Source: an optimization exercise on an open RTL-to-GDS flow (aim: small area and a short achievable clock period). Production flows keep margins and buffers that such runs may drop. The RTL was checked by simulation tests, not by an equivalence proof against the original design. Power and IR drop assume default switching activity.

[design/flow/config.mk]
export PLATFORM = sky130hd
export DESIGN_NAME = fc2
export DESIGN_NICKNAME = fc2
export VERILOG_FILES = /design/flow/design.v
export SDC_FILE = /design/flow/constraint.sdc
export NUM_CORES = 8
export LEC_CHECK = 0
export CAP_MARGIN = 20
export CORE_MARGIN = 2
export CORE_UTILIZATION = 50
export SETUP_SLACK_MARGIN = 4.0
export SLEW_MARGIN = 20
export SYNTH_HIERARCHICAL = 1
[design/flow/constraint.sdc]
create_clock -name core_clock -period 8.0 [get_ports {clk}]
set_input_delay 1.6000 -clock core_clock [delete_from_list [all_inputs] [get_ports {clk}]]
set_output_delay 1.6000 -clock core_clock [all_outputs]
set_load 0.01 [all_outputs]
[design/flow/design.v]
module fc2_column #(
    parameter logic [7:0] BIAS = 8'h00
) (
    input  logic        clk,
    input  logic [7:0]  weight,
    input  logic [12:0] m1, m2, m3, n1, n2,
    input  logic        xmin,
    input  logic        first,
    output logic [19:0] res
);
    localparam logic [23:0] INIT = {{8{BIAS[7]}}, BIAS, 8'h80} + 24'd11534336;
    logic [7:0] w;
    logic [23:0] acc, acc_in, acc_d;    
    logic [3:0] cb, cb_in, cb_d;    
    logic ovf;
    logic sel0_0, sel0_1, sel0_2;
    logic sn1;
    logic sn3;
    logic sn5;
    logic sn7;
    logic sn9;
    logic sn11;
    logic sn13;
    logic sn15;
    logic sn17;
    logic sn19;
    logic sn21;
    logic sn23;
    logic sn25;
    logic pp27;
    logic sel1_0, sel1_1, sel1_2;
    logic sn28;
    logic sn30;
    logic sn32;
    logic sn34;
    logic sn36;
    logic sn38;
    logic sn40;
    logic sn42;
    logic sn44;
    logic sn46;
    logic sn48;
    logic sn50;
    logic sn52;
    logic pp54;
    logic sel2_0, sel2_1, sel2_2;
    logic sn55;
    logic sn57;
    logic sn59;
    logic sn61;
    logic sn63;
    logic sn65;
    logic sn67;
    logic sn69;
    logic sn71;
    logic sn73;
    logic sn75;
    logic sn77;
    logic sn79;
    logic pp81;
    logic sel3_0, sel3_1, sel3_2;
    logic sn82;
    logic sn84;
    logic sn86;
    logic sn88;
    logic sn90;
    logic sn92;
    logic sn94;
    logic sn96;
    logic sn98;
    logic sn100;
    logic sn102;
    logic sn104;
    logic sn106;
    logic pp108;
    logic s109;
    logic c110;
    logic s112;
    logic c113;
    logic s115;
    logic c116;
    logic s118;
    logic c119;
    logic s121;
    logic c122;
    logic s124;
    logic c125;
    logic s127;
    logic c128;
    logic s130;
    logic c131;
    logic s133;
    logic c134;
    logic s136;
    logic c137;
    logic s139;
    logic c140;
    logic s142;
    logic c143;
    logic s145;
    logic c146;
    logic s148;
    logic c149;
    logic s151;
    logic c152;
    logic s154;
    logic c155;
    logic s157;
    logic c158;
    logic s160;
    logic c161;
    logic s163;
    logic c164;
    logic s166;
    logic c167;
    logic s169;
    logic c170;
    logic s172;
    logic c173;
    logic s175;
    logic c176;
    logic s178;
    logic c179;
    logic s181;
    logic c182;
    logic s184;
    logic c185;
    logic s187;
    logic c188;
    logic s190;
    logic c191;
    logic s193;
    logic c194;
    logic s196;
    logic c197;
    logic s199;
    logic c200;
    logic s202;
    logic c203;
    logic s205;
    logic c206;
    logic s208;
    logic c209;
    logic s211;
    logic c212;
    logic s214;
    logic c215;
    logic s217;
    logic c218;
    logic s220;
    logic c221;
    logic s223;
    logic c224;
    logic s226;
    logic c227;
    logic s229;
    logic c230;
    logic s232;
    logic c233;
    logic s235;
    logic c236;
    logic s238;
    logic c239;
    logic s241;
    logic c242;
    logic s244;
    logic c245;
    logic s247;
    logic c248;
    logic p250;
    logic p251;
    logic p252;
    logic p253;
    logic p254;
    logic p255;
    logic p256;
    logic p257;
    logic p258;
    logic g259;
    logic g260;
    logic g261;
    logic g262;
    logic g263;
    logic g264;
    logic g265;
    logic g266;
    logic g267;
    logic gg268;
    logic pq269;
    logic gg270;
    logic pq271;
    logic gg272;
    logic pq273;
    logic gg274;
    logic pq275;
    logic gg276;
    logic pq277;
    logic gg278;
    logic pq279;
    logic gg280;
    logic pq281;
    logic gg282;
    logic pq283;
    logic gg284;
    logic pq285;
    logic gg286;
    logic pq287;
    logic gg288;
    logic pq289;
    logic gg290;
    logic pq291;
    logic gg292;
    logic pq293;
    logic p294;
    logic p295;
    logic p296;
    logic p297;
    logic g298;
    logic g299;
    logic g300;
    logic g301;
    logic gg302;
    logic pq303;
    logic gg304;
    logic pq305;
    logic gg306;
    logic pq307;
    logic gg308;
    logic pq309;
    logic p310;
    logic p311;
    logic p312;
    logic p313;
    logic g314;
    logic g315;
    logic g316;
    logic g317;
    logic gg318;
    logic pq319;
    logic gg320;
    logic pq321;
    logic gg322;
    logic pq323;
    logic gg324;
    logic pq325;
    logic p326;
    logic p327;
    logic p328;
    logic p329;
    logic g330;
    logic g331;
    logic g332;
    logic g333;
    logic gg334;
    logic pq335;
    logic gg336;
    logic pq337;
    logic gg338;
    logic pq339;
    logic gg340;
    logic pq341;
    logic p342;
    logic p343;
    logic p344;
    logic g345;
    logic g346;
    logic g347;
    logic gg348;
    logic pq349;
    logic gg350;
    logic pq351;
    assign sel0_0 = ~w[1] & w[0];
    assign sel0_1 = w[1] & ~w[0];
    assign sel0_2 = w[1] & w[0];
    fc2_sel sl2 (.s0(sel0_0), .s1(sel0_1), .s2(sel0_2), .a(m1[0]), .b(m2[0]), .c(m3[0]), .yn(sn1));
    fc2_sel sl4 (.s0(sel0_0), .s1(sel0_1), .s2(sel0_2), .a(m1[1]), .b(m2[1]), .c(m3[1]), .yn(sn3));
    fc2_sel sl6 (.s0(sel0_0), .s1(sel0_1), .s2(sel0_2), .a(m1[2]), .b(m2[2]), .c(m3[2]), .yn(sn5));
    fc2_sel sl8 (.s0(sel0_0), .s1(sel0_1), .s2(sel0_2), .a(m1[3]), .b(m2[3]), .c(m3[3]), .yn(sn7));
    fc2_sel sl10 (.s0(sel0_0), .s1(sel0_1), .s2(sel0_2), .a(m1[4]), .b(m2[4]), .c(m3[4]), .yn(sn9));
    fc2_sel sl12 (.s0(sel0_0), .s1(sel0_1), .s2(sel0_2), .a(m1[5]), .b(m2[5]), .c(m3[5]), .yn(sn11));
    fc2_sel sl14 (.s0(sel0_0), .s1(sel0_1), .s2(sel0_2), .a(m1[6]), .b(m2[6]), .c(m3[6]), .yn(sn13));
    fc2_sel sl16 (.s0(sel0_0), .s1(sel0_1), .s2(sel0_2), .a(m1[7]), .b(m2[7]), .c(m3[7]), .yn(sn15));
    fc2_sel sl18 (.s0(sel0_0), .s1(sel0_1), .s2(sel0_2), .a(m1[8]), .b(m2[8]), .c(m3[8]), .yn(sn17));
    fc2_sel sl20 (.s0(sel0_0), .s1(sel0_1), .s2(sel0_2), .a(m1[9]), .b(m2[9]), .c(m3[9]), .yn(sn19));
    fc2_sel sl22 (.s0(sel0_0), .s1(sel0_1), .s2(sel0_2), .a(m1[10]), .b(m2[10]), .c(m3[10]), .yn(sn21));
    fc2_sel sl24 (.s0(sel0_0), .s1(sel0_1), .s2(sel0_2), .a(m1[11]), .b(m2[11]), .c(m3[11]), .yn(sn23));
    fc2_sel sl26 (.s0(sel0_0), .s1(sel0_1), .s2(sel0_2), .a(m1[12]), .b(m2[12]), .c(m3[12]), .yn(sn25));
    assign pp27 = ~sn25;
    assign sel1_0 = ~w[3] & w[2];
    assign sel1_1 = w[3] & ~w[2];
    assign sel1_2 = w[3] & w[2];
    fc2_sel sl29 (.s0(sel1_0), .s1(sel1_1), .s2(sel1_2), .a(m1[0]), .b(m2[0]), .c(m3[0]), .yn(sn28));
    fc2_sel sl31 (.s0(sel1_0), .s1(sel1_1), .s2(sel1_2), .a(m1[1]), .b(m2[1]), .c(m3[1]), .yn(sn30));
    fc2_sel sl33 (.s0(sel1_0), .s1(sel1_1), .s2(sel1_2), .a(m1[2]), .b(m2[2]), .c(m3[2]), .yn(sn32));
    fc2_sel sl35 (.s0(sel1_0), .s1(sel1_1), .s2(sel1_2), .a(m1[3]), .b(m2[3]), .c(m3[3]), .yn(sn34));
    fc2_sel sl37 (.s0(sel1_0), .s1(sel1_1), .s2(sel1_2), .a(m1[4]), .b(m2[4]), .c(m3[4]), .yn(sn36));
    fc2_sel sl39 (.s0(sel1_0), .s1(sel1_1), .s2(sel1_2), .a(m1[5]), .b(m2[5]), .c(m3[5]), .yn(sn38));
    fc2_sel sl41 (.s0(sel1_0), .s1(sel1_1), .s2(sel1_2), .a(m1[6]), .b(m2[6]), .c(m3[6]), .yn(sn40));
    fc2_sel sl43 (.s0(sel1_0), .s1(sel1_1), .s2(sel1_2), .a(m1[7]), .b(m2[7]), .c(m3[7]), .yn(sn42));
    fc2_sel sl45 (.s0(sel1_0), .s1(sel1_1), .s2(sel1_2), .a(m1[8]), .b(m2[8]), .c(m3[8]), .yn(sn44));
    fc2_sel sl47 (.s0(sel1_0), .s1(sel1_1), .s2(sel1_2), .a(m1[9]), .b(m2[9]), .c(m3[9]), .yn(sn46));
    fc2_sel sl49 (.s0(sel1_0), .s1(sel1_1), .s2(sel1_2), .a(m1[10]), .b(m2[10]), .c(m3[10]), .yn(sn48));
    fc2_sel sl51 (.s0(sel1_0), .s1(sel1_1), .s2(sel1_2), .a(m1[11]), .b(m2[11]), .c(m3[11]), .yn(sn50));
    fc2_sel sl53 (.s0(sel1_0), .s1(sel1_1), .s2(sel1_2), .a(m1[12]), .b(m2[12]), .c(m3[12]), .yn(sn52));
    assign pp54 = ~sn52;
    assign sel2_0 = ~w[5] & w[4];
    assign sel2_1 = w[5] & ~w[4];
    assign sel2_2 = w[5] & w[4];
    fc2_sel sl56 (.s0(sel2_0), .s1(sel2_1), .s2(sel2_2), .a(m1[0]), .b(m2[0]), .c(m3[0]), .yn(sn55));
    fc2_sel sl58 (.s0(sel2_0), .s1(sel2_1), .s2(sel2_2), .a(m1[1]), .b(m2[1]), .c(m3[1]), .yn(sn57));
    fc2_sel sl60 (.s0(sel2_0), .s1(sel2_1), .s2(sel2_2), .a(m1[2]), .b(m2[2]), .c(m3[2]), .yn(sn59));
    fc2_sel sl62 (.s0(sel2_0), .s1(sel2_1), .s2(sel2_2), .a(m1[3]), .b(m2[3]), .c(m3[3]), .yn(sn61));
    fc2_sel sl64 (.s0(sel2_0), .s1(sel2_1), .s2(sel2_2), .a(m1[4]), .b(m2[4]), .c(m3[4]), .yn(sn63));
    fc2_sel sl66 (.s0(sel2_0), .s1(sel2_1), .s2(sel2_2), .a(m1[5]), .b(m2[5]), .c(m3[5]), .yn(sn65));
    fc2_sel sl68 (.s0(sel2_0), .s1(sel2_1), .s2(sel2_2), .a(m1[6]), .b(m2[6]), .c(m3[6]), .yn(sn67));
    fc2_sel sl70 (.s0(sel2_0), .s1(sel2_1), .s2(sel2_2), .a(m1[7]), .b(m2[7]), .c(m3[7]), .yn(sn69));
    fc2_sel sl72 (.s0(sel2_0), .s1(sel2_1), .s2(sel2_2), .a(m1[8]), .b(m2[8]), .c(m3[8]), .yn(sn71));
    fc2_sel sl74 (.s0(sel2_0), .s1(sel2_1), .s2(sel2_2), .a(m1[9]), .b(m2[9]), .c(m3[9]), .yn(sn73));
    fc2_sel sl76 (.s0(sel2_0), .s1(sel2_1), .s2(sel2_2), .a(m1[10]), .b(m2[10]), .c(m3[10]), .yn(sn75));
    fc2_sel sl78 (.s0(sel2_0), .s1(sel2_1), .s2(sel2_2), .a(m1[11]), .b(m2[11]), .c(m3[11]), .yn(sn77));
    fc2_sel sl80 (.s0(sel2_0), .s1(sel2_1), .s2(sel2_2), .a(m1[12]), .b(m2[12]), .c(m3[12]), .yn(sn79));
    assign pp81 = ~sn79;
    assign sel3_0 = ~w[7] & w[6];
    assign sel3_1 = w[7] & ~w[6];
    assign sel3_2 = w[7] & w[6];
    fc2_sel sl83 (.s0(sel3_0), .s1(sel3_1), .s2(sel3_2), .a(m1[0]), .b(n2[0]), .c(n1[0]), .yn(sn82));
    fc2_sel sl85 (.s0(sel3_0), .s1(sel3_1), .s2(sel3_2), .a(m1[1]), .b(n2[1]), .c(n1[1]), .yn(sn84));
    fc2_sel sl87 (.s0(sel3_0), .s1(sel3_1), .s2(sel3_2), .a(m1[2]), .b(n2[2]), .c(n1[2]), .yn(sn86));
    fc2_sel sl89 (.s0(sel3_0), .s1(sel3_1), .s2(sel3_2), .a(m1[3]), .b(n2[3]), .c(n1[3]), .yn(sn88));
    fc2_sel sl91 (.s0(sel3_0), .s1(sel3_1), .s2(sel3_2), .a(m1[4]), .b(n2[4]), .c(n1[4]), .yn(sn90));
    fc2_sel sl93 (.s0(sel3_0), .s1(sel3_1), .s2(sel3_2), .a(m1[5]), .b(n2[5]), .c(n1[5]), .yn(sn92));
    fc2_sel sl95 (.s0(sel3_0), .s1(sel3_1), .s2(sel3_2), .a(m1[6]), .b(n2[6]), .c(n1[6]), .yn(sn94));
    fc2_sel sl97 (.s0(sel3_0), .s1(sel3_1), .s2(sel3_2), .a(m1[7]), .b(n2[7]), .c(n1[7]), .yn(sn96));
    fc2_sel sl99 (.s0(sel3_0), .s1(sel3_1), .s2(sel3_2), .a(m1[8]), .b(n2[8]), .c(n1[8]), .yn(sn98));
    fc2_sel sl101 (.s0(sel3_0), .s1(sel3_1), .s2(sel3_2), .a(m1[9]), .b(n2[9]), .c(n1[9]), .yn(sn100));
    fc2_sel sl103 (.s0(sel3_0), .s1(sel3_1), .s2(sel3_2), .a(m1[10]), .b(n2[10]), .c(n1[10]), .yn(sn102));
    fc2_sel sl105 (.s0(sel3_0), .s1(sel3_1), .s2(sel3_2), .a(m1[11]), .b(n2[11]), .c(n1[11]), .yn(sn104));
    fc2_sel sl107 (.s0(sel3_0), .s1(sel3_1), .s2(sel3_2), .a(m1[12]), .b(n2[12]), .c(n1[12]), .yn(sn106));
    assign pp108 = ~sn106;
    assign ovf = xmin & (w == 8'h80);
    assign acc_in = first ? ~INIT : acc;
    assign cb_in = first ? ~4'd0 : cb;
    fc2_xnor hx111 (.a(acc_in[6]), .b(sn13), .y(s109));
    fc2_or ho111 (.a(acc_in[6]), .b(sn13), .y(c110));
    fc2_fa fa114 (.a(acc_in[7]), .b(sn15), .c(sn38), .s(s112), .co(c113));
    fc2_fa fa117 (.a(acc_in[8]), .b(sn17), .c(sn40), .s(s115), .co(c116));
    fc2_fa fa120 (.a(acc_in[9]), .b(cb_in[0]), .c(sn19), .s(s118), .co(c119));
    fc2_xnor hx123 (.a(sn42), .b(sn65), .y(s121));
    fc2_or ho123 (.a(sn42), .b(sn65), .y(c122));
    fc2_fa fa126 (.a(acc_in[10]), .b(sn21), .c(sn44), .s(s124), .co(c125));
    fc2_xnor hx129 (.a(sn67), .b(sn90), .y(s127));
    fc2_or ho129 (.a(sn67), .b(sn90), .y(c128));
    fc2_fa fa132 (.a(acc_in[11]), .b(sn23), .c(sn46), .s(s130), .co(c131));
    fc2_xnor hx135 (.a(sn69), .b(sn92), .y(s133));
    fc2_or ho135 (.a(sn69), .b(sn92), .y(c134));
    fc2_fa fa138 (.a(acc_in[12]), .b(pp27), .c(sn48), .s(s136), .co(c137));
    fc2_xnor hx141 (.a(sn71), .b(sn94), .y(s139));
    fc2_or ho141 (.a(sn71), .b(sn94), .y(c140));
    fc2_fa fa144 (.a(acc_in[13]), .b(cb_in[1]), .c(sn50), .s(s142), .co(c143));
    fc2_xnor hx147 (.a(sn73), .b(sn96), .y(s145));
    fc2_or ho147 (.a(sn73), .b(sn96), .y(c146));
    fc2_fa fa150 (.a(acc_in[14]), .b(pp54), .c(sn75), .s(s148), .co(c149));
    fc2_xnor hx153 (.a(acc_in[4]), .b(sn9), .y(s151));
    fc2_or ho153 (.a(acc_in[4]), .b(sn9), .y(c152));
    fc2_fa fa156 (.a(acc_in[5]), .b(sn11), .c(sn34), .s(s154), .co(c155));
    fc2_fa fa159 (.a(sn36), .b(sn59), .c(sn82), .s(s157), .co(c158));
    fc2_fa fa162 (.a(sn61), .b(sn84), .c(c110), .s(s160), .co(c161));
    fc2_fa fa165 (.a(sn63), .b(sn86), .c(c113), .s(s163), .co(c164));
    fc2_fa fa168 (.a(sn88), .b(s121), .c(c116), .s(s166), .co(c167));
    fc2_fa fa171 (.a(c122), .b(s127), .c(c119), .s(s169), .co(c170));
    fc2_fa fa174 (.a(c128), .b(s133), .c(c125), .s(s172), .co(c173));
    fc2_fa fa177 (.a(c134), .b(s139), .c(c131), .s(s175), .co(c176));
    fc2_fa fa180 (.a(c140), .b(s145), .c(c137), .s(s178), .co(c179));
    fc2_fa fa183 (.a(sn98), .b(c146), .c(c143), .s(s181), .co(c182));
    fc2_fa fa186 (.a(acc_in[15]), .b(sn77), .c(sn100), .s(s184), .co(c185));
    fc2_xnor hx189 (.a(acc_in[16]), .b(pp81), .y(s187));
    fc2_or ho189 (.a(acc_in[16]), .b(pp81), .y(c188));
    fc2_xnor hx192 (.a(acc_in[17]), .b(cb_in[2]), .y(s190));
    fc2_or ho192 (.a(acc_in[17]), .b(cb_in[2]), .y(c191));
    fc2_xnor hx195 (.a(acc_in[18]), .b(pp108), .y(s193));
    fc2_or ho195 (.a(acc_in[18]), .b(pp108), .y(c194));
    fc2_xnor hx198 (.a(acc_in[2]), .b(sn5), .y(s196));
    fc2_or ho198 (.a(acc_in[2]), .b(sn5), .y(c197));
    fc2_fa fa201 (.a(acc_in[3]), .b(sn7), .c(sn30), .s(s199), .co(c200));
    fc2_fa fa204 (.a(sn32), .b(sn55), .c(s151), .s(s202), .co(c203));
    fc2_fa fa207 (.a(sn57), .b(c152), .c(s154), .s(s205), .co(c206));
    fc2_fa fa210 (.a(s109), .b(c155), .c(s157), .s(s208), .co(c209));
    fc2_fa fa213 (.a(c158), .b(s112), .c(s160), .s(s211), .co(c212));
    fc2_fa fa216 (.a(s115), .b(c161), .c(s163), .s(s214), .co(c215));
    fc2_fa fa219 (.a(s118), .b(c164), .c(s166), .s(s217), .co(c218));
    fc2_fa fa222 (.a(s124), .b(c167), .c(s169), .s(s220), .co(c221));
    fc2_fa fa225 (.a(s130), .b(c170), .c(s172), .s(s223), .co(c224));
    fc2_fa fa228 (.a(s136), .b(c173), .c(s175), .s(s226), .co(c227));
    fc2_fa fa231 (.a(s142), .b(c176), .c(s178), .s(s229), .co(c230));
    fc2_fa fa234 (.a(s148), .b(c179), .c(s181), .s(s232), .co(c233));
    fc2_fa fa237 (.a(c149), .b(s184), .c(c182), .s(s235), .co(c236));
    fc2_fa fa240 (.a(sn102), .b(s187), .c(c185), .s(s238), .co(c239));
    fc2_fa fa243 (.a(sn104), .b(s190), .c(c188), .s(s241), .co(c242));
    fc2_fa fa246 (.a(c191), .b(~(~ovf)), .c(s193), .s(s244), .co(c245));
    fc2_xnor hx249 (.a(acc_in[19]), .b(c194), .y(s247));
    fc2_or ho249 (.a(acc_in[19]), .b(c194), .y(c248));
    assign p250 = acc_in[0] ^ sn1;
    assign p251 = acc_in[1] ^ sn3;
    assign p252 = sn28 ^ s196;
    assign p253 = c197 ^ s199;
    assign p254 = c200 ^ s202;
    assign p255 = c203 ^ s205;
    assign p256 = c206 ^ s208;
    assign p257 = c209 ^ s211;
    assign p258 = c212 ^ s214;
    assign g259 = acc_in[0] | sn1;
    assign g260 = acc_in[1] & sn3;
    assign g261 = sn28 & s196;
    assign g262 = c197 & s199;
    assign g263 = c200 & s202;
    assign g264 = c203 & s205;
    assign g265 = c206 & s208;
    assign g266 = c209 & s211;
    assign g267 = c212 & s214;
    assign gg268 = g260 | (p251 & g259);
    assign pq269 = p251 & p250;
    assign gg270 = g262 | (p253 & g261);
    assign pq271 = p253 & p252;
    assign gg272 = g264 | (p255 & g263);
    assign pq273 = p255 & p254;
    assign gg274 = g266 | (p257 & g265);
    assign pq275 = p257 & p256;
    assign gg276 = g261 | (p252 & gg268);
    assign pq277 = p252 & pq269;
    assign gg278 = gg270 | (pq271 & gg268);
    assign pq279 = pq271 & pq269;
    assign gg280 = g265 | (p256 & gg272);
    assign pq281 = p256 & pq273;
    assign gg282 = gg274 | (pq275 & gg272);
    assign pq283 = pq275 & pq273;
    assign gg284 = g263 | (p254 & gg278);
    assign pq285 = p254 & pq279;
    assign gg286 = gg272 | (pq273 & gg278);
    assign pq287 = pq273 & pq279;
    assign gg288 = gg280 | (pq281 & gg278);
    assign pq289 = pq281 & pq279;
    assign gg290 = gg282 | (pq283 & gg278);
    assign pq291 = pq283 & pq279;
    assign gg292 = g267 | (p258 & gg290);
    assign pq293 = p258 & pq291;
    assign p294 = c215 ^ s217;
    assign p295 = c218 ^ s220;
    assign p296 = c221 ^ s223;
    assign p297 = c224 ^ s226;
    assign g298 = c215 | s217;
    assign g299 = c218 & s220;
    assign g300 = c221 & s223;
    assign g301 = c224 & s226;
    assign gg302 = g299 | (p295 & g298);
    assign pq303 = p295 & p294;
    assign gg304 = g301 | (p297 & g300);
    assign pq305 = p297 & p296;
    assign gg306 = g300 | (p296 & gg302);
    assign pq307 = p296 & pq303;
    assign gg308 = gg304 | (pq305 & gg302);
    assign pq309 = pq305 & pq303;
    assign p310 = c227 ^ s229;
    assign p311 = c230 ^ s232;
    assign p312 = c233 ^ s235;
    assign p313 = c236 ^ s238;
    assign g314 = c227 | s229;
    assign g315 = c230 & s232;
    assign g316 = c233 & s235;
    assign g317 = c236 & s238;
    assign gg318 = g315 | (p311 & g314);
    assign pq319 = p311 & p310;
    assign gg320 = g317 | (p313 & g316);
    assign pq321 = p313 & p312;
    assign gg322 = g316 | (p312 & gg318);
    assign pq323 = p312 & pq319;
    assign gg324 = gg320 | (pq321 & gg318);
    assign pq325 = pq321 & pq319;
    assign p326 = c239 ^ s241;
    assign p327 = c242 ^ s244;
    assign p328 = c245 ^ s247;
    assign p329 = acc_in[20] ^ c248;
    assign g330 = c239 | s241;
    assign g331 = c242 & s244;
    assign g332 = c245 & s247;
    assign g333 = acc_in[20] & c248;
    assign gg334 = g331 | (p327 & g330);
    assign pq335 = p327 & p326;
    assign gg336 = g333 | (p329 & g332);
    assign pq337 = p329 & p328;
    assign gg338 = g332 | (p328 & gg334);
    assign pq339 = p328 & pq335;
    assign gg340 = gg336 | (pq337 & gg334);
    assign pq341 = pq337 & pq335;
    assign p342 = acc_in[21] ^ cb_in[3];
    assign p343 = acc_in[22] ^ 1'b1;
    assign p344 = acc_in[23] ^ 1'b1;
    assign g345 = acc_in[21] | cb_in[3];
    assign g346 = acc_in[22] & 1'b1;
    assign g347 = acc_in[23] & 1'b1;
    assign gg348 = g346 | (p343 & g345);
    assign pq349 = p343 & p342;
    assign gg350 = g347 | (p344 & gg348);
    assign pq351 = p344 & pq349;
    assign acc_d = {p344 ^ gg348, p343 ^ g345, ~p342, p329 ^ gg338, p328 ^ gg334, p327 ^ g330, ~p326, p313 ^ gg322, p312 ^ gg318, p311 ^ g314, ~p310, p297 ^ gg306, p296 ^ gg302, p295 ^ g298, ~p294, p258 ^ gg290, p257 ^ gg288, p256 ^ gg286, p255 ^ gg284, p254 ^ gg278, p253 ^ gg276, p252 ^ gg268, p251 ^ g259, ~p250};
    assign cb_d = {gg340, gg324, gg308, gg292};
    always_ff @(posedge clk) begin
        w <= weight;
        acc <= acc_d;
        cb <= cb_d;
    end
    assign res = {acc[23:9], cb, ~acc[8] & ~(&acc[7:0])};
endmodule
module fc2_fa (
    input  logic a, b, c,
    output logic s, co
);
    assign s = a ^ b ^ c;
    assign co = (a & b) | (c & (a ^ b));
endmodule
module fc2_ha (
    input  logic a, b,
    output logic s, co
);
    assign s = a ^ b;
    assign co = a & b;
endmodule
module fc2_sel (
    input  logic s0, s1, s2, a, b, c,
    output logic yn
);
    assign yn = ~((s0 & a) | (s1 & b) | (s2 & c));
endmodule
module fc2_xnor (
    input  logic a, b,
    output logic y
);
    assign y = ~(a ^ b);
endmodule
module fc2_or (
    input  logic a, b,
    output logic y
);
    assign y = a | b;
endmodule
module fc2 (
    input clk,
    input rst_n,
    input logic [511:0] weight ,
    input  logic [10:0] in_data,
    input in_valid,
    output logic out_valid,
    output logic [15:0] sum
);
localparam logic [511:0] BIAS_FLAT = {
    8'h24, 8'h0E, 8'h01, 8'h02, 8'h1F, 8'h12, 8'hFE, 8'hEF,
    8'h1A, 8'hE5, 8'h08, 8'h19, 8'h3E, 8'hD0, 8'h25, 8'h07,
    8'h12, 8'hF0, 8'hBC, 8'hF6, 8'hFF, 8'h06, 8'hF7, 8'hFD,
    8'h0E, 8'h01, 8'hD4, 8'hE7, 8'hF4, 8'hE0, 8'hD1, 8'h3E,
    8'h09, 8'h20, 8'hC6, 8'hFA, 8'hFD, 8'h17, 8'hF4, 8'hF0,
    8'h12, 8'h17, 8'hF3, 8'h12, 8'h01, 8'h12, 8'h01, 8'h19,
    8'h23, 8'hB9, 8'hFB, 8'h12, 8'hD8, 8'hB2, 8'h19, 8'hE9,
    8'hE9, 8'h16, 8'h11, 8'hC5, 8'h1C, 8'h01, 8'h26, 8'hD8
};
logic       run, primed;
logic [7:0] ph, ph_n;
logic       load;
assign ph_n = (run || in_valid) ? ph + 8'd1 : ph;
always_ff @(posedge clk or negedge rst_n) begin
    if (!rst_n) begin
        run <= 1'b0;
        ph <= 8'd255;
        load <= 1'b0;
        primed <= 1'b0;
        out_valid <= 1'b0;
    end else begin
        if (in_valid) run <= 1'b1;
        ph <= ph_n;
        load <= (ph_n == 8'd0);
        if (run && ph == 8'd255) primed <= 1'b1;
        out_valid <= primed && (ph >= 8'd5) && (ph <= 8'd68);
    end
end
logic [12:0] xe, x1, x3, xn1;
logic        xmin;
assign xe = {{2{in_data[10]}}, in_data};
always_ff @(posedge clk) begin
    x1 <= xe;
    x3 <= xe + {xe[11:0], 1'b0};
    xn1 <= -xe;
    xmin <= (in_data == 11'h400);
end
logic [19:0] res [0:63];
genvar i;
generate
    for (i = 0; i < 64; i = i + 1) begin : col
        fc2_column #(.BIAS(BIAS_FLAT[(63-i)*8 +: 8])) fc (
            .clk(clk),
            .weight(weight[8*i +: 8]),
            .m1(x1),
            .m2({x1[11:0], 1'b0}),
            .m3(x3),
            .n1(xn1),
            .n2({xn1[11:0], 1'b0}),
            .xmin(xmin),
            .first(load),
            .res(res[i])
        );
    end
endgenerate
logic [19:0] sr [1:68];
logic [15:0] sr0;
logic [14:0] hi, t;
logic [3:0] cbt;
assign hi = ~sr[1][19:5];
assign cbt = ~sr[1][4:1];
assign t = hi + ({14'd0, cbt[0]} << 0) + ({14'd0, cbt[1]} << 4) + ({14'd0, cbt[2]} << 8) + ({14'd0, cbt[3]} << 12);
always_ff @(posedge clk) begin
    for (int k = 1; k < 5; k = k + 1) sr[k] <= sr[k+1];
    for (int k = 5; k < 68; k = k + 1) sr[k] <= load ? res[k-5] : sr[k+1];
    sr[68] <= load ? res[63] : 20'd0;
    sr0 <= {t, sr[1][0]};
end
assign sum = sr0;
endmodule
[design/flow/run.sh]
#!/bin/bash
# synth_recipe.tcl (not shown) runs the flow's synth.tcl, then flattens the netlist and writes it again
# the make line also repeats each setting of config.mk as NAME=value (left out here)
make -C /OpenROAD-flow-scripts/flow DESIGN_CONFIG=/design/flow/config.mk WORK_HOME=/design/flow/orfs CLKGATE_MAP_FILE= SYNTH_SCRIPT=/design/flow/synth_recipe.tcl finish
==> results of run 1 <==
==> layer usage <==
metal / share of wire (%) / global-route usage (%)
met1: 37 / 42.48
met3: 13 / 8.842
met4: 6.6 / 18.56
met2: 44 / 49.94
met5: 0.063 / 0
==> cell families after synthesis <==
kind of cell / count (synthesis) / share of synthesized area, %
buffers and inverters: 3183 / 6.180
XOR/XNOR: 1255 / 4.315
multiplexers: 1274 / 5.625
other: 1 / 0.001472
AND/OR/NAND/NOR: 4328 / 10.19
AO/OA/AOI/OAI: 4290 / 15.94
flip-flops: 3726 / 29.31
adder cells (fa/ha/maj): 4061 / 28.44
==> cell type report <==
class | instances | area [um2]
Sequential cell | 3726 | 74790
Fill cell | 41570 | 205400
Multi-Input combinational cell | 15460 | 172200
Clock inverter | 230 | 3093
Tap cell | 6732 | 8423
Timing Repair Buffer | 1831 | 24380
Clock buffer | 566 | 12080
Antenna cell | 301 | 753.2
Inverter | 1951 | 7323
==> cells in the mapped netlist, drive strengths merged, types with 118 or more instances <==
cell,number
nor2,475
nand2,152
dfxtp,3714
mux2,1260
nand4,131
a21o,515
clkbuf,118
fa,2881
xor2,314
a222oi,3328
xnor2,941
a21oi,187
inv,1951
buf,1114
nor2b,982
nand2b,308
or2,1725
and2,276
ha,1180
==> through the flow <==
step | hold WS [ns] | TNS [ns] | total power, uW | setup WS [ns] | cells
floorplan | 0.3096 | -2178.39 | 95310 | -2.231 | 22370
global placement | 0.3101 | 0 | 108300 | 3.027 | 28830
detailed placement | 0.3121 | 0 | 110700 | 3.221 | 28830
CTS | 0.3199 | 0 | 135600 | 3.712 | 29970
global route | 0.3231 | 0 | 157600 | 3.656 | 30760
finish | 0.3202 | 0 | 144100 | 3.706 | 30800
==> registers in the layout, indices dropped and copies added (netlist names), 8 cells and up <==
register	count
ph	8
sr0	16
x1	10
col.fc.acc	1536
col.fc.w	512
xn1	13
x3	10
col.fc.cb	256
sr	1360
==> per-module statistics from Yosys (local to each module, per instance), excerpt <==
module / flops+latches / times used / cells inside
fc2: 1422 / 1 / 3032
fc2_sel: 0 / 3328 / 1
fc2_fa: 0 / 2240 / 1
fc2_xnor: 0 / 768 / 1
fc2_or: 0 / 768 / 1
==> path summary, 6_finish.rpt <==
check                      startpoint                 to  cells past startpoint
min in group asynchronous       rst_n          out_valid                      1
hold reg to reg              sr[5][1]           sr[4][1]                      0
max in group asynchronous       rst_n               load                      1
setup / recovery                x3[5]  col[28].fc.acc[8]                     11
hold / removal               sr[5][1]           sr[4][1]                      0
setup reg to reg                x3[5]  col[28].fc.acc[8]                     11
==> what timing repair did <==
action	in CTS	in global routing
pin swaps	135	915
endpoints found under the setup margin	847	551
setup buffers	225	414
endpoints found under the hold margin	0	0
resized for setup	680	1620
gates cloned	112	119
==> worst max-delay path: cells and delay by family (launching register included) <==
family                   cells  cell delay [ns]
flip-flops                   1             0.38
adder cells (fa/ha/maj)      4             1.85
buffers and inverters        2             0.22
AO/OA/AOI/OAI                4             1.22
AND/OR/NAND/NOR              1             0.07
==> power by group <==
part           internal [uW]  switching [uW]  leakage, uW
registers              28100            4050       0.0310
clock network          12500            8800      0.00735
logic                  44900           45800       0.0833
==> run notes, run 1 <==
asr flop ratio synth 0.3221%; TritonCTS clock tree done; Die Area 0.5152 mm2; hold_buf cts 0; Num CTS Buffers 427; Cell Area, Synth 0.2547 mm2; input/output buffers 542; Least-Margin Pin Slew 1.263 ns; pin count of the biggest net entering global routing 142; vias per cell 6.515; Hold Crit Class reg -> reg; WL per Instance 30.17 um; status timing/DRC/antenna clean; CTS Sinks 3726; FMAX 232.9 MHz; Residual DRC 0; post-layout instance area 0.3031 mm2; Arr. time, crit path 5.23 ns; sequential area share after synthesis 29.31%; total track usage 32.89%; final-stage net count 27990; most used cell, CP fa_1; DRT Pass-1 Iters 17; Area growth syn-to-layout 18.98%; initial detailed-routing violation count 41080; Critical Path Slowest Stage Cell a222oi_1; commonest non-fill, non-tap cell in the layout dfxtp_1; first-pass GRT wire length 1293000 um; clock skew 0.08457 ns; RD Place Congestion 0.8610; clock root buffer clkbuf_16; Antenna Nets Post-Route 0; Slew Limit Fails 0; synth top area cells dfxtp_1 (29%), fa_1 (23%), a222oi_1 (13%), ha_1 (5.8%), mux2_2 (5.6%); critical path, cell by cell buf_12 -> a222oi_1 -> fa_1 -> fa_1 -> ha_4 -> o211ai_2 -> a21oi_2 -> nor2_2 -> o21a_1 -> fa_1 -> inv_1; Seq cells post-synth 3726; syn avg cell area 11.52 um2; # setup viols final 0; Period Utilization, post-route 53.67%; Post-Synthesis Cells 22120; worst skew pair latency 1.08 ns; Final Util 59.61%; reg-to-reg slack, setup 3.71 ns; share of post-route cells with drive strength above 1 25.77%; RSZ-0062 raised after global routing true; number of global-route vias before repair 200400; Final Hold Vio Count 0; Maximum Capacitance Violations 0; post-synth cell types 57; power per standard cell area 475.5 mW/mm2; synth warn 55; clock-pin transition on the worst setup and hold timing paths 0.06 ns; # rows 262; CP Launch Type flop; initial core utilization 50.10%; Ports 543; Peak VDD IR 0.0003094 V; WL final 929200 um; Overflow after GRT 0; Max Root-Sink Buffers 4; DP Wirelength 524600 um; kind of critical path reg -> reg; initial antenna violation count 91; die height 717.8 um; core area 0.5084 mm2; Leak 0.1217 uW; Synth area leader dfxtp_1; CTS H-tree lvls 5; final worst path period need 4.294 ns; number of synthesized flops with an enable pin 0; CP max stage delay 0.76 ns; CP Capture Type flop; Die W 717.8 um; placed cell area 0.2661 mm2; CP max FO 68; most frequent cells in the layout dfxtp_1 (3680), a222oi_1 (3328), fa_1 (2076); Slew HR 15.02%; via count 200700; Top FF cell, synth dfxtp_1; CP Data Required Time 8.94 ns; Synth top area share 29.19%
==> run 2: changes to the inputs <==
--- a/design/flow/design.v
+++ b/design/flow/design.v
@@ -6,12 +6,14 @@
     input  logic [12:0] m1, m2, m3, n1, n2,
     input  logic        xmin,
     input  logic        first,
-    output logic [19:0] res
+    output logic [23:0] acc,    
+    output logic [3:0] cb,    
+    output logic        rb     
 );
     localparam logic [23:0] INIT = {{8{BIAS[7]}}, BIAS, 8'h80} + 24'd11534336;
     logic [7:0] w;
-    logic [23:0] acc, acc_in, acc_d;    
-    logic [3:0] cb, cb_in, cb_d;    
+    logic [23:0] acc_in, acc_d;
+    logic [3:0] cb_in, cb_d;
     logic ovf;
     logic sel0_0, sel0_1, sel0_2;
     logic sn1;
@@ -167,108 +169,108 @@
     logic c245;
     logic s247;
     logic c248;
-    logic p250;
-    logic p251;
-    logic p252;
-    logic p253;
+    logic g250;
+    logic ys251;
     logic p254;
-    logic p255;
-    logic p256;
+    logic g255;
     logic p257;
-    logic p258;
-    logic g259;
-    logic g260;
+    logic g258;
+    logic p260;
     logic g261;
-    logic g262;
-    logic g263;
+    logic p263;
     logic g264;
-    logic g265;
-    logic g266;
+    logic p266;
     logic g267;
-    logic gg268;
-    logic pq269;
-    logic gg270;
-    logic pq271;
-    logic gg272;
-    logic pq273;
-    logic gg274;
-    logic pq275;
-    logic gg276;
-    logic pq277;
+    logic p269;
+    logic g270;
+    logic p272;
+    logic g273;
+    logic p275;
+    logic g276;
     logic gg278;
-    logic pq279;
     logic gg280;
     logic pq281;
-    logic gg282;
-    logic pq283;
-    logic gg284;
-    logic pq285;
+    logic gg283;
+    logic pq284;
     logic gg286;
     logic pq287;
-    logic gg288;
-    logic pq289;
-    logic gg290;
-    logic pq291;
-    logic gg292;
-    logic pq293;
-    logic p294;
-    logic p295;
-    logic p296;
-    logic p297;
-    logic g298;
-    logic g299;
-    logic g300;
-    logic g301;
-    logic gg302;
-    logic pq303;
-    logic gg304;
-    logic pq305;
-    logic gg306;
-    logic pq307;
-    logic gg308;
-    logic pq309;
-    logic p310;
-    logic p311;
-    logic p312;
-    logic p313;
-    logic g314;
-    logic g315;
-    logic g316;
-    logic g317;
-    logic gg318;
-    logic pq319;
-    logic gg320;
-    logic pq321;
-    logic gg322;
-    logic pq323;
-    logic gg324;
-    logic pq325;
-    logic p326;
-    logic p327;
-    logic p328;
+    logic gg289;
+    logic gg291;
+    logic gg293;
+    logic pq294;
+    logic gg296;
+    logic pq297;
+    logic gg299;
+    logic gg301;
+    logic gg303;
+    logic gg305;
+    logic gg307;
+    logic ys309;
+    logic ys311;
+    logic ys313;
+    logic ys315;
+    logic ys317;
+    logic ys319;
+    logic ys321;
+    logic ys323;
+    logic g325;
+    logic ys326;
     logic p329;
     logic g330;
-    logic g331;
-    logic g332;
+    logic p332;
     logic g333;
-    logic gg334;
-    logic pq335;
-    logic gg336;
-    logic pq337;
+    logic p335;
+    logic g336;
     logic gg338;
-    logic pq339;
     logic gg340;
     logic pq341;
-    logic p342;
-    logic p343;
-    logic p344;
-    logic g345;
-    logic g346;
-    logic g347;
-    logic gg348;
-    logic pq349;
-    logic gg350;
-    logic pq351;
+    logic gg343;
+    logic gg345;
+    logic ys347;
+    logic ys349;
+    logic ys351;
+    logic g353;
+    logic ys354;
+    logic p357;
+    logic g358;
+    logic p360;
+    logic g361;
+    logic p363;
+    logic g364;
+    logic gg366;
+    logic gg368;
+    logic pq369;
+    logic gg371;
+    logic gg373;
+    logic ys375;
+    logic ys377;
+    logic ys379;
+    logic g381;
+    logic ys382;
+    logic p385;
+    logic g386;
+    logic p388;
+    logic g389;
+    logic p391;
+    logic g392;
+    logic gg394;
+    logic gg396;
+    logic pq397;
+    logic gg399;
+    logic gg401;
+    logic ys403;
+    logic ys405;
+    logic ys407;
+    logic g409;
+    logic ys410;
+    logic p413;
+    logic g414;
+    logic p416;
+    logic g417;
+    logic gg419;
+    logic gg421;
+    logic ys423;
+    logic ys425;
     assign sel0_0 = ~w[1] & w[0];
     assign sel0_1 = w[1] & ~w[0];
     assign sel0_2 = w[1] & w[0];
@@ -399,116 +401,132 @@
     fc2_fa fa246 (.a(c191), .b(~(~ovf)), .c(s193), .s(s244), .co(c245));
     fc2_xnor hx249 (.a(acc_in[19]), .b(c194), .y(s247));
     fc2_or ho249 (.a(acc_in[19]), .b(c194), .y(c248));
-    assign p250 = acc_in[0] ^ sn1;
-    assign p251 = acc_in[1] ^ sn3;
-    assign p252 = sn28 ^ s196;
-    assign p253 = c197 ^ s199;
-    assign p254 = c200 ^ s202;
-    assign p255 = c203 ^ s205;
-    assign p256 = c206 ^ s208;
-    assign p257 = c209 ^ s211;
-    assign p258 = c212 ^ s214;
-    assign g259 = acc_in[0] | sn1;
-    assign g260 = acc_in[1] & sn3;
-    assign g261 = sn28 & s196;
-    assign g262 = c197 & s199;
-    assign g263 = c200 & s202;
-    assign g264 = c203 & s205;
-    assign g265 = c206 & s208;
-    assign g266 = c209 & s211;
-    assign g267 = c212 & s214;
-    assign gg268 = g260 | (p251 & g259);
-    assign pq269 = p251 & p250;
-    assign gg270 = g262 | (p253 & g261);
-    assign pq271 = p253 & p252;
-    assign gg272 = g264 | (p255 & g263);
-    assign pq273 = p255 & p254;
-    assign gg274 = g266 | (p257 & g265);
-    assign pq275 = p257 & p256;
-    assign gg276 = g261 | (p252 & gg268);
-    assign pq277 = p252 & pq269;
-    assign gg278 = gg270 | (pq271 & gg268);
-    assign pq279 = pq271 & pq269;
-    assign gg280 = g265 | (p256 & gg272);
-    assign pq281 = p256 & pq273;
-    assign gg282 = gg274 | (pq275 & gg272);
-    assign pq283 = pq275 & pq273;
-    assign gg284 = g263 | (p254 & gg278);
-    assign pq285 = p254 & pq279;
-    assign gg286 = gg272 | (pq273 & gg278);
-    assign pq287 = pq273 & pq279;
-    assign gg288 = gg280 | (pq281 & gg278);
-    assign pq289 = pq281 & pq279;
-    assign gg290 = gg282 | (pq283 & gg278);
-    assign pq291 = pq283 & pq279;
-    assign gg292 = g267 | (p258 & gg290);
-    assign pq293 = p258 & pq291;
-    assign p294 = c215 ^ s217;
-    assign p295 = c218 ^ s220;
-    assign p296 = c221 ^ s223;
-    assign p297 = c224 ^ s226;
-    assign g298 = c215 | s217;
-    assign g299 = c218 & s220;
-    assign g300 = c221 & s223;
-    assign g301 = c224 & s226;
-    assign gg302 = g299 | (p295 & g298);
-    assign pq303 = p295 & p294;
-    assign gg304 = g301 | (p297 & g300);
-    assign pq305 = p297 & p296;
-    assign gg306 = g300 | (p296 & gg302);
-    assign pq307 = p296 & pq303;
-    assign gg308 = gg304 | (pq305 & gg302);
-    assign pq309 = pq305 & pq303;
-    assign p310 = c227 ^ s229;
-    assign p311 = c230 ^ s232;
-    assign p312 = c233 ^ s235;
-    assign p313 = c236 ^ s238;
-    assign g314 = c227 | s229;
-    assign g315 = c230 & s232;
-    assign g316 = c233 & s235;
-    assign g317 = c236 & s238;
-    assign gg318 = g315 | (p311 & g314);
-    assign pq319 = p311 & p310;
-    assign gg320 = g317 | (p313 & g316);
-    assign pq321 = p313 & p312;
-    assign gg322 = g316 | (p312 & gg318);
-    assign pq323 = p312 & pq319;
-    assign gg324 = gg320 | (pq321 & gg318);
-    assign pq325 = pq321 & pq319;
-    assign p326 = c239 ^ s241;
-    assign p327 = c242 ^ s244;
-    assign p328 = c245 ^ s247;
-    assign p329 = acc_in[20] ^ c248;
-    assign g330 = c239 | s241;
-    assign g331 = c242 & s244;
-    assign g332 = c245 & s247;
-    assign g333 = acc_in[20] & c248;
-    assign gg334 = g331 | (p327 & g330);
-    assign pq335 = p327 & p326;
-    assign gg336 = g333 | (p329 & g332);
-    assign pq337 = p329 & p328;
-    assign gg338 = g332 | (p328 & gg334);
-    assign pq339 = p328 & pq335;
-    assign gg340 = gg336 | (pq337 & gg334);
-    assign pq341 = pq337 & pq335;
-    assign p342 = acc_in[21] ^ cb_in[3];
-    assign p343 = acc_in[22] ^ 1'b1;
-    assign p344 = acc_in[23] ^ 1'b1;
-    assign g345 = acc_in[21] | cb_in[3];
-    assign g346 = acc_in[22] & 1'b1;
-    assign g347 = acc_in[23] & 1'b1;
-    assign gg348 = g346 | (p343 & g345);
-    assign pq349 = p343 & p342;
-    assign gg350 = g347 | (p344 & gg348);
-    assign pq351 = p344 & pq349;
-    assign acc_d = {p344 ^ gg348, p343 ^ g345, ~p342, p329 ^ gg338, p328 ^ gg334, p327 ^ g330, ~p326, p313 ^ gg322, p312 ^ gg318, p311 ^ g314, ~p310, p297 ^ gg306, p296 ^ gg302, p295 ^ g298, ~p294, p258 ^ gg290, p257 ^ gg288, p256 ^ gg286, p255 ^ gg284, p254 ^ gg278, p253 ^ gg276, p252 ^ gg268, p251 ^ g259, ~p250};
-    assign cb_d = {gg340, gg324, gg308, gg292};
+    fc2_or u252 (.a(acc_in[0]), .b(sn1), .y(g250));
+    fc2_xnor u253 (.a(acc_in[0]), .b(sn1), .y(ys251));
+    fc2_ha u256 (.a(acc_in[1]), .b(sn3), .s(p254), .co(g255));
+    fc2_ha u259 (.a(sn28), .b(s196), .s(p257), .co(g258));
+    fc2_ha u262 (.a(c197), .b(s199), .s(p260), .co(g261));
+    fc2_ha u265 (.a(c200), .b(s202), .s(p263), .co(g264));
+    fc2_ha u268 (.a(c203), .b(s205), .s(p266), .co(g267));
+    fc2_ha u271 (.a(c206), .b(s208), .s(p269), .co(g270));
+    fc2_ha u274 (.a(c209), .b(s211), .s(p272), .co(g273));
+    fc2_ha u277 (.a(c212), .b(s214), .s(p275), .co(g276));
+    fc2_g u279 (.gh(g255), .ph(p254), .gl(g250), .g(gg278));
+    fc2_gp u282 (.gh(g261), .ph(p260), .gl(g258), .pl(p257), .g(gg280), .p(pq281));
+    fc2_gp u285 (.gh(g267), .ph(p266), .gl(g264), .pl(p263), .g(gg283), .p(pq284));
+    fc2_gp u288 (.gh(g273), .ph(p272), .gl(g270), .pl(p269), .g(gg286), .p(pq287));
+    fc2_g u290 (.gh(g258), .ph(p257), .gl(gg278), .g(gg289));
+    fc2_g u292 (.gh(gg280), .ph(pq281), .gl(gg278), .g(gg291));
+    fc2_gp u295 (.gh(g270), .ph(p269), .gl(gg283), .pl(pq284), .g(gg293), .p(pq294));
+    fc2_gp u298 (.gh(gg286), .ph(pq287), .gl(gg283), .pl(pq284), .g(gg296), .p(pq297));
+    fc2_g u300 (.gh(g264), .ph(p263), .gl(gg291), .g(gg299));
+    fc2_g u302 (.gh(gg283), .ph(pq284), .gl(gg291), .g(gg301));
+    fc2_g u304 (.gh(gg293), .ph(pq294), .gl(gg291), .g(gg303));
+    fc2_g u306 (.gh(gg296), .ph(pq297), .gl(gg291), .g(gg305));
+    fc2_g u308 (.gh(g276), .ph(p275), .gl(gg305), .g(gg307));
+    fc2_xor u310 (.a(p254), .b(g250), .y(ys309));
+    fc2_xor u312 (.a(p257), .b(gg278), .y(ys311));
+    fc2_xor u314 (.a(p260), .b(gg289), .y(ys313));
+    fc2_xor u316 (.a(p263), .b(gg291), .y(ys315));
+    fc2_xor u318 (.a(p266), .b(gg299), .y(ys317));
+    fc2_xor u320 (.a(p269), .b(gg301), .y(ys319));
+    fc2_xor u322 (.a(p272), .b(gg303), .y(ys321));
+    fc2_xor u324 (.a(p275), .b(gg305), .y(ys323));
+    fc2_or u327 (.a(c215), .b(s217), .y(g325));
+    fc2_xnor u328 (.a(c215), .b(s217), .y(ys326));
+    fc2_ha u331 (.a(c218), .b(s220), .s(p329), .co(g330));
+    fc2_ha u334 (.a(c221), .b(s223), .s(p332), .co(g333));
+    fc2_ha u337 (.a(c224), .b(s226), .s(p335), .co(g336));
+    fc2_g u339 (.gh(g330), .ph(p329), .gl(g325), .g(gg338));
+    fc2_gp u342 (.gh(g336), .ph(p335), .gl(g333), .pl(p332), .g(gg340), .p(pq341));
+    fc2_g u344 (.gh(g333), .ph(p332), .gl(gg338), .g(gg343));
+    fc2_g u346 (.gh(gg340), .ph(pq341), .gl(gg338), .g(gg345));
+    fc2_xor u348 (.a(p329), .b(g325), .y(ys347));
+    fc2_xor u350 (.a(p332), .b(gg338), .y(ys349));
+    fc2_xor u352 (.a(p335), .b(gg343), .y(ys351));
+    fc2_or u355 (.a(c227), .b(s229), .y(g353));
+    fc2_xnor u356 (.a(c227), .b(s229), .y(ys354));
+    fc2_ha u359 (.a(c230), .b(s232), .s(p357), .co(g358));
+    fc2_ha u362 (.a(c233), .b(s235), .s(p360), .co(g361));
+    fc2_ha u365 (.a(c236), .b(s238), .s(p363), .co(g364));
+    fc2_g u367 (.gh(g358), .ph(p357), .gl(g353), .g(gg366));
+    fc2_gp u370 (.gh(g364), .ph(p363), .gl(g361), .pl(p360), .g(gg368), .p(pq369));
+    fc2_g u372 (.gh(g361), .ph(p360), .gl(gg366), .g(gg371));
+    fc2_g u374 (.gh(gg368), .ph(pq369), .gl(gg366), .g(gg373));
+    fc2_xor u376 (.a(p357), .b(g353), .y(ys375));
+    fc2_xor u378 (.a(p360), .b(gg366), .y(ys377));
+    fc2_xor u380 (.a(p363), .b(gg371), .y(ys379));
+    fc2_or u383 (.a(c239), .b(s241), .y(g381));
+    fc2_xnor u384 (.a(c239), .b(s241), .y(ys382));
+    fc2_ha u387 (.a(c242), .b(s244), .s(p385), .co(g386));
+    fc2_ha u390 (.a(c245), .b(s247), .s(p388), .co(g389));
+    fc2_ha u393 (.a(acc_in[20]), .b(c248), .s(p391), .co(g392));
+    fc2_g u395 (.gh(g386), .ph(p385), .gl(g381), .g(gg394));
+    fc2_gp u398 (.gh(g392), .ph(p391), .gl(g389), .pl(p388), .g(gg396), .p(pq397));
+    fc2_g u400 (.gh(g389), .ph(p388), .gl(gg394), .g(gg399));
+    fc2_g u402 (.gh(gg396), .ph(pq397), .gl(gg394), .g(gg401));
+    fc2_xor u404 (.a(p385), .b(g381), .y(ys403));
+    fc2_xor u406 (.a(p388), .b(gg394), .y(ys405));
+    fc2_xor u408 (.a(p391), .b(gg399), .y(ys407));
+    fc2_or u411 (.a(acc_in[21]), .b(cb_in[3]), .y(g409));
+    fc2_xnor u412 (.a(acc_in[21]), .b(cb_in[3]), .y(ys410));
+    fc2_ha u415 (.a(acc_in[22]), .b(1'b1), .s(p413), .co(g414));
+    fc2_ha u418 (.a(acc_in[23]), .b(1'b1), .s(p416), .co(g417));
+    fc2_g u420 (.gh(g414), .ph(p413), .gl(g409), .g(gg419));
+    fc2_g u422 (.gh(g417), .ph(p416), .gl(gg419), .g(gg421));
+    fc2_xor u424 (.a(p413), .b(g409), .y(ys423));
+    fc2_xor u426 (.a(p416), .b(gg419), .y(ys425));
+    assign acc_d = {ys425, ys423, ys410, ys407, ys405, ys403, ys382, ys379, ys377, ys375, ys354, ys351, ys349, ys347, ys326, ys323, ys321, ys319, ys317, ys315, ys313, ys311, ys309, ys251};
+    assign cb_d = {gg401, gg373, gg345, gg307};
     always_ff @(posedge clk) begin
         w <= weight;
         acc <= acc_d;
         cb <= cb_d;
     end
-    assign res = {acc[23:9], cb, ~acc[8] & ~(&acc[7:0])};
+    assign rb = ~acc[8] & ~(&acc[7:0]);
+endmodule
+module fc2_group #(
+    parameter logic [63:0] BIASES = '0    
+) (
+    input  logic        clk,
+    input  logic [63:0] weight,
+    input  logic [10:0] in_data,
+    input  logic        load_n,
+    output logic [159:0] res
+);
+    logic [12:0] xe, x1, x3, xn1;
+    logic        xmin, load;
+    logic [23:0] acc [0:7];
+    logic [3:0] cb [0:7];
+    logic [7:0] rb;
+    assign xe = {{2{in_data[10]}}, in_data};
+    always_ff @(posedge clk) begin
+        x1 <= xe;
+        x3 <= xe + {xe[11:0], 1'b0};
+        xn1 <= -xe;
+        xmin <= (in_data == 11'h400);
+        load <= load_n;
+    end
+    genvar j;
+    generate
+        for (j = 0; j < 8; j = j + 1) begin : col
+            fc2_column #(.BIAS(BIASES[(7-j)*8 +: 8])) fc (
+                .clk(clk),
+                .weight(weight[8*j +: 8]),
+                .m1(x1),
+                .m2({x1[11:0], 1'b0}),
+                .m3(x3),
+                .n1(xn1),
+                .n2({xn1[11:0], 1'b0}),
+                .xmin(xmin),
+                .first(load),
+                .acc(acc[j]),
+                .cb(cb[j]),
+                .rb(rb[j])
+            );
+            assign res[20*j +: 20] = {acc[j][23:9], cb[j], rb[j]};
+        end
+    endgenerate
 endmodule
 module fc2_fa (
     input  logic a, b, c,
@@ -524,6 +542,25 @@
     assign s = a ^ b;
     assign co = a & b;
 endmodule
+module fc2_xor (
+    input  logic a, b,
+    output logic y
+);
+    assign y = a ^ b;
+endmodule
+module fc2_gp (
+    input  logic gh, ph, gl, pl,
+    output logic g, p
+);
+    assign g = gh | (ph & gl);
+    assign p = ph & pl;
+endmodule
+module fc2_g (
+    input  logic gh, ph, gl,
+    output logic g
+);
+    assign g = gh | (ph & gl);
+endmodule
 module fc2_sel (
     input  logic s0, s1, s2, a, b, c,
     output logic yn
@@ -580,31 +617,21 @@
         out_valid <= primed && (ph >= 8'd5) && (ph <= 8'd68);
     end
 end
-logic [12:0] xe, x1, x3, xn1;
-logic        xmin;
-assign xe = {{2{in_data[10]}}, in_data};
-always_ff @(posedge clk) begin
-    x1 <= xe;
-    x3 <= xe + {xe[11:0], 1'b0};
-    xn1 <= -xe;
-    xmin <= (in_data == 11'h400);
-end
 logic [19:0] res [0:63];
-genvar i;
+genvar g;
 generate
-    for (i = 0; i < 64; i = i + 1) begin : col
-        fc2_column #(.BIAS(BIAS_FLAT[(63-i)*8 +: 8])) fc (
+    for (g = 0; g < 8; g = g + 1) begin : grp
+        logic [159:0] gres;
+        fc2_group #(.BIASES(BIAS_FLAT[(7 - g)*64 +: 64])) fg (
             .clk(clk),
-            .weight(weight[8*i +: 8]),
-            .m1(x1),
-            .m2({x1[11:0], 1'b0}),
-            .m3(x3),
-            .n1(xn1),
-            .n2({xn1[11:0], 1'b0}),
-            .xmin(xmin),
-            .first(load),
-            .res(res[i])
+            .weight(weight[64*g +: 64]),
+            .in_data(in_data),
+            .load_n(ph_n == 8'd0),
+            .res(gres)
         );
+        for (genvar j = 0; j < 8; j = j + 1) begin : ch
+            assign res[8*g + j] = gres[20*j +: 20];
+        end
     end
 endgenerate
 logic [19:0] sr [1:68];
@@ -616,8 +643,8 @@
 assign t = hi + ({14'd0, cbt[0]} << 0) + ({14'd0, cbt[1]} << 4) + ({14'd0, cbt[2]} << 8) + ({14'd0, cbt[3]} << 12);
 always_ff @(posedge clk) begin
     for (int k = 1; k < 5; k = k + 1) sr[k] <= sr[k+1];
-    for (int k = 5; k < 68; k = k + 1) sr[k] <= load ? res[k-5] : sr[k+1];
-    sr[68] <= load ? res[63] : 20'd0;
+    for (int k = 5; k < 68; k = k + 1) sr[k] <= ({20{load}} & res[k-5]) | sr[k+1];
+    sr[68] <= {20{load}} & res[63];
     sr0 <= {t, sr[1][0]};
 end
 assign sum = sr0;
--- a/design/flow/config.mk
+++ b/design/flow/config.mk
@@ -7,7 +7,7 @@
 export LEC_CHECK = 0
 export CAP_MARGIN = 20
 export CORE_MARGIN = 2
-export CORE_UTILIZATION = 50
-export SETUP_SLACK_MARGIN = 4.0
+export CORE_UTILIZATION = 45
+export SETUP_SLACK_MARGIN = 4.3
 export SLEW_MARGIN = 20
 export SYNTH_HIERARCHICAL = 1
==> run 2 against run 1 <==
Compared with the run above: via count fell by 2.7%; setup slack improved by 0.62 ns; wire length fell by 12%; synthesized cell count fell by 0.56%; critical path depth fell by 3; non-clock buffer count fell by 979; critical path type unchanged.
==> run notes, run 2 <==
status timing/DRC/antenna clean; input/output buffers 542 (unchanged); max reg flops 1536 (unchanged); hold_buf cts 0 (unchanged); Overflow after GRT 0 (unchanged); most common cell in the netlist dfxtp_1; Slew Limit Fails 0 (unchanged); DP Wirelength 533300 um (+1.6%); # setup viols final 0 (unchanged); CTS Sinks 3972 (+6.6%); Least-Margin Pin Slew 1.177 ns (-0.08584 ns); clock root buffer clkbuf_16; number of synthesized flops with an enable pin 0 (unchanged); Slew HR 21.41% (+6.4 points); reg-to-reg slack, setup 4.33 ns (+0.62 ns); final cell count without fillers 31330 (+1.7%); Synth Area in Simple Gates 12.09% (+1.9 points); Top FF cell, synth dfxtp_1; pin count of the biggest net entering global routing 167 (+18%); total track usage 27.31% (-5.6 points); Num CTS Buffers 452 (+5.9%); Maximum Capacitance Violations 0 (unchanged); DRT Pass-1 Iters 17 (unchanged); via count 195200 (-2.7%); Arr. time, crit path 4.58 ns (-0.65 ns); Hold Crit Class reg -> reg; WL per Instance 25.96 um (-14%); number of global-route vias before repair 201100 (+0.35%); Post-Synthesis Cells 21990 (-0.56%); sequential area share after synthesis 31.22% (+1.9 points); Peak VDD IR 0.0003069 V (-0.80%); final worst path period need 3.675 ns (-0.6188 ns); CTS H-tree lvls 5 (unchanged); Critical Path Slowest Stage Cell dfxtp_2; Leak 0.1239 uW (+1.9%); share of post-route cells with drive strength above 1 9.135% (-17 points); cell family with most CP delay adder cells; worst path bufs/invs 0 (-2); kind of critical path reg -> reg; core area 0.5646 mm2 (+11%); CP Launch Type flop; first-pass GRT wire length 1225000 um (-5.2%); Synth Area in XOR/XNOR 8.472% (+4.2 points); Period Utilization, post-route 45.94% (-7.7 points); Final Hold Vio Count 0 (unchanged); multiplexer share of the synthesized area 0% (-5.6 points); worst skew pair latency 1.06 ns (-0.02 ns); clock skew 0.06487 ns (-0.01970 ns); post-synthesis compound-gate area fraction 22.27% (+6.3 points); setup TNS 0 ns (unchanged); initial core utilization 45.15% (-4.9 points); initial antenna violation count 68 (-25%); CP max stage delay 0.96 ns (+0.20 ns); Fin Hold WS 0.2791 ns (-0.04116 ns); Placed Cells 30330 (+5.2%); critical path, cell by cell a222oi_1 -> fa_1 -> fa_1 -> fa_1 -> or2_1 -> a21o_1 -> a21o_1 -> xor2_1; Tot Pwr 158700 uW (+10%); die height 756.7 um (+5.4%); RD Place Congestion 0.8914 (+3.5%); final-stage net count 27500 (-1.7%); registers with the most flip-flops grp.fg.col.fc.acc (1536), sr (1360), grp.fg.col.fc.w (512); Die Area 0.5726 mm2 (+11%); FILL cells 49760 (+20%); synth warn 78 (+42%); Die W 756.7 um (+5.4%); initial detailed-routing violation count 33890 (-17%); Residual DRC 0 (unchanged); Synth area leader dfxtp_1; most frequent cells in the layout dfxtp_1 (3774), a222oi_1 (3328), a21o_1 (2953); most used cell, CP fa_1; CP Data Required Time 8.90 ns (-0.04 ns); main combinational cell family by area after synthesis adder cells; clock-pin transition on the worst setup and hold timing paths 0.07 ns (about the same); CP Capture Type flop; FMAX 272.1 MHz (+17%); Post-Synth Adder-Cell Area 24.44% (-4.0 points); # rows 276 (+5.3%); Top reg by flops grp.fg.col.fc.acc; Cell Area, Synth 0.2549 mm2 (about the same); Max Root-Sink Buffers 4 (unchanged); Antenna Nets Post-Route 0 (unchanged); power per standard cell area 545.0 mW/mm2 (+15%); WL final 813300 um (-12%); synth top area cells dfxtp_1 (31%), fa_1 (18%), a222oi_1 (13%), a21o_1 (8.7%), ha_1 (6.8%); syn avg cell area 11.59 um2 (+0.65%); TritonCTS clock tree done; Area growth syn-to-layout 14.22%; Ports 543 (unchanged); RSZ-0062 raised after global routing true; Seq cells post-synth 3972 (+6.6%); asr flop ratio synth 0.3021% (-0.020 points); post-synth cell types 62 (+8.8%); commonest non-fill, non-tap cell in the layout dfxtp_1; commonest cells in the synthesized netlist dfxtp_1 (3960), a222oi_1 (3328), a21o_1 (2953); vias per cell 6.231 (-4.4%); CP max FO 24 (-65%); Synth top area share 31.09% (+1.9 points)
==> run 2: changes by cell type after synthesis, moves of 274 or more <==
cell / change
xnor2_1: +286
nor2b_1: -351
mux2_2: -1260
and2_1: +520
and2b_1: +274
inv_1: -1564
nand2b_1: -306
xor2_1: +925
fa_1: -633
or2_1: +1474
or2_2: -898
nor2_1: -421
buf_4: -960
a21o_1: +2495
==> run 2: cell type report <==
cell class	count	area (um2)	share of cell area, %
antenna	104	260.3	0.08937
clock buffer	596	12770	4.384
clock inverter	239	3242	1.113
inverter	387	1453	0.4989
multi-input combinational	17680	175000	60.11
sequential	3972	79960	27.46
tap	7506	9392	3.225
timing repair buffer	852	9077	3.117
==> run 2: repair_timing <==
| action | 4_1_cts | 5_1_grt |
|---|---|---|
| endpoints found under the setup margin | 574 | 376 |
| buffers inserted | 16 | 38 |
| cloned | 5 | 7 |
| pin swaps | 0 | 4 |
| gates resized for setup | 408 | 441 |
| hold endpoints to repair | 0 | 0 |
==> run 2: worst paths after layout <==
check | start | to | cells past startpoint
min reg2reg | sr[5][14] | sr[4][14] | 0
max | grp[6].fg.x3[8] | grp[6].fg.col[3].fc.acc[12] | 8
max in group asynchronous | rst_n | load | 1
min in group asynchronous | rst_n | run | 1
max reg2reg | grp[6].fg.x3[8] | grp[6].fg.col[3].fc.acc[12] | 8
min | sr[5][14] | sr[4][14] | 0
==> run 2: routing by layer <==
layer	part of all wire, %	GRT usage [%]
met1	40	35.80
met2	45	43.13
met3	10	6.116
met4	4.6	12.25
met5	0.032	0
==> run 2: logic make-up after synthesis <==
kind of cell	count (synthesis)
AO/OA/AOI/OAI	6479
adder cells (fa/ha/maj)	3632
flip-flops	3972
AND/OR/NAND/NOR	4715
buffers and inverters	658
other	72
XOR/XNOR	2466
==> run 2: per-module statistics from Yosys (local to each module, per instance), excerpt <==
module    cells inside  times used  cell area, um2  flops+latches
fc2_fa               1        2240           20.02              0
fc2               2910           1           38820           1388
fc2_or               1        1088           6.256              0
fc2_gp               2         512           13.76              0
fc2_xor              1        1216           8.758              0
fc2_sel              1        3328           10.01              0
fc2_g                1        1152           7.507              0
fc2_ha               1        1216           12.51              0
fc2_xnor             1        1088           8.758              0
==> run 2: where the power goes <==
part           leakage (uW)  switching (uW)  internal (uW)  total [uW]
Clock               0.00782            9160          13100       22300
Sequential           0.0334            5480          31100       36500
Combinational        0.0827           49600          50300       99900
==> run 2: worst reg2reg max path: stages (launching register included) <==
cell	delay (ns)
dfxtp_2	0.96
a222oi_1	0.29
fa_1	0.49
fa_1	0.55
fa_1	0.46
or2_1	0.27
a21o_1	0.20
a21o_1	0.17
xor2_1	0.15
==> run 2: through the flow <==
| step | worst slack [ns] | util, % | cell area (um2) |
|---|---|---|---|
| 2_1_floorplan | 4.306 | - | 256200 |
| 3_3_place_gp | 3.659 | 48.00 | 271000 |
| 3_5_place_dp | 3.629 | 48.01 | 271100 |
| 4_1_cts | 4.260 | 51.13 | 288700 |
| 5_1_grt | 4.267 | 51.56 | 291100 |
| 6_report | 4.325 | 51.57 | 291200 |

[static timing again, ports no longer ideal]
No port has a modelled driver above. Below, the same layouts with a new extraction and two added sets of constraints.
Step 1 assumes that a clkbuf_16 drives the clock port and a buf_2 every other input.
Step 2 adds t to the input delays and takes it off the output delays; t is the mean of the earliest and latest rising clock arrival at the registers after step 1. Input paths then give back, and output paths get back, about the clock's delay inside the block.
Slacks: ideal / step 1 / step 2; pairs: ideal / step 1.
run	t, ns	slack for setup (ns)	worst setup path at the end	clock arrival spread, ns	worst slew at a driven data input, ns
run 1	1.175	3.706 / 3.706 / 3.706	register to register	0.088 / 0.088	0.31
run 2	1.148	4.325 / 4.325 / 3.775	input to register	0.070 / 0.070	0.28
After both steps setup and hold are still met in every run listed. For run 2, which loses most, drivers alone change the setup slack by 0.000 ns; drivers and shift together by -0.550 ns.
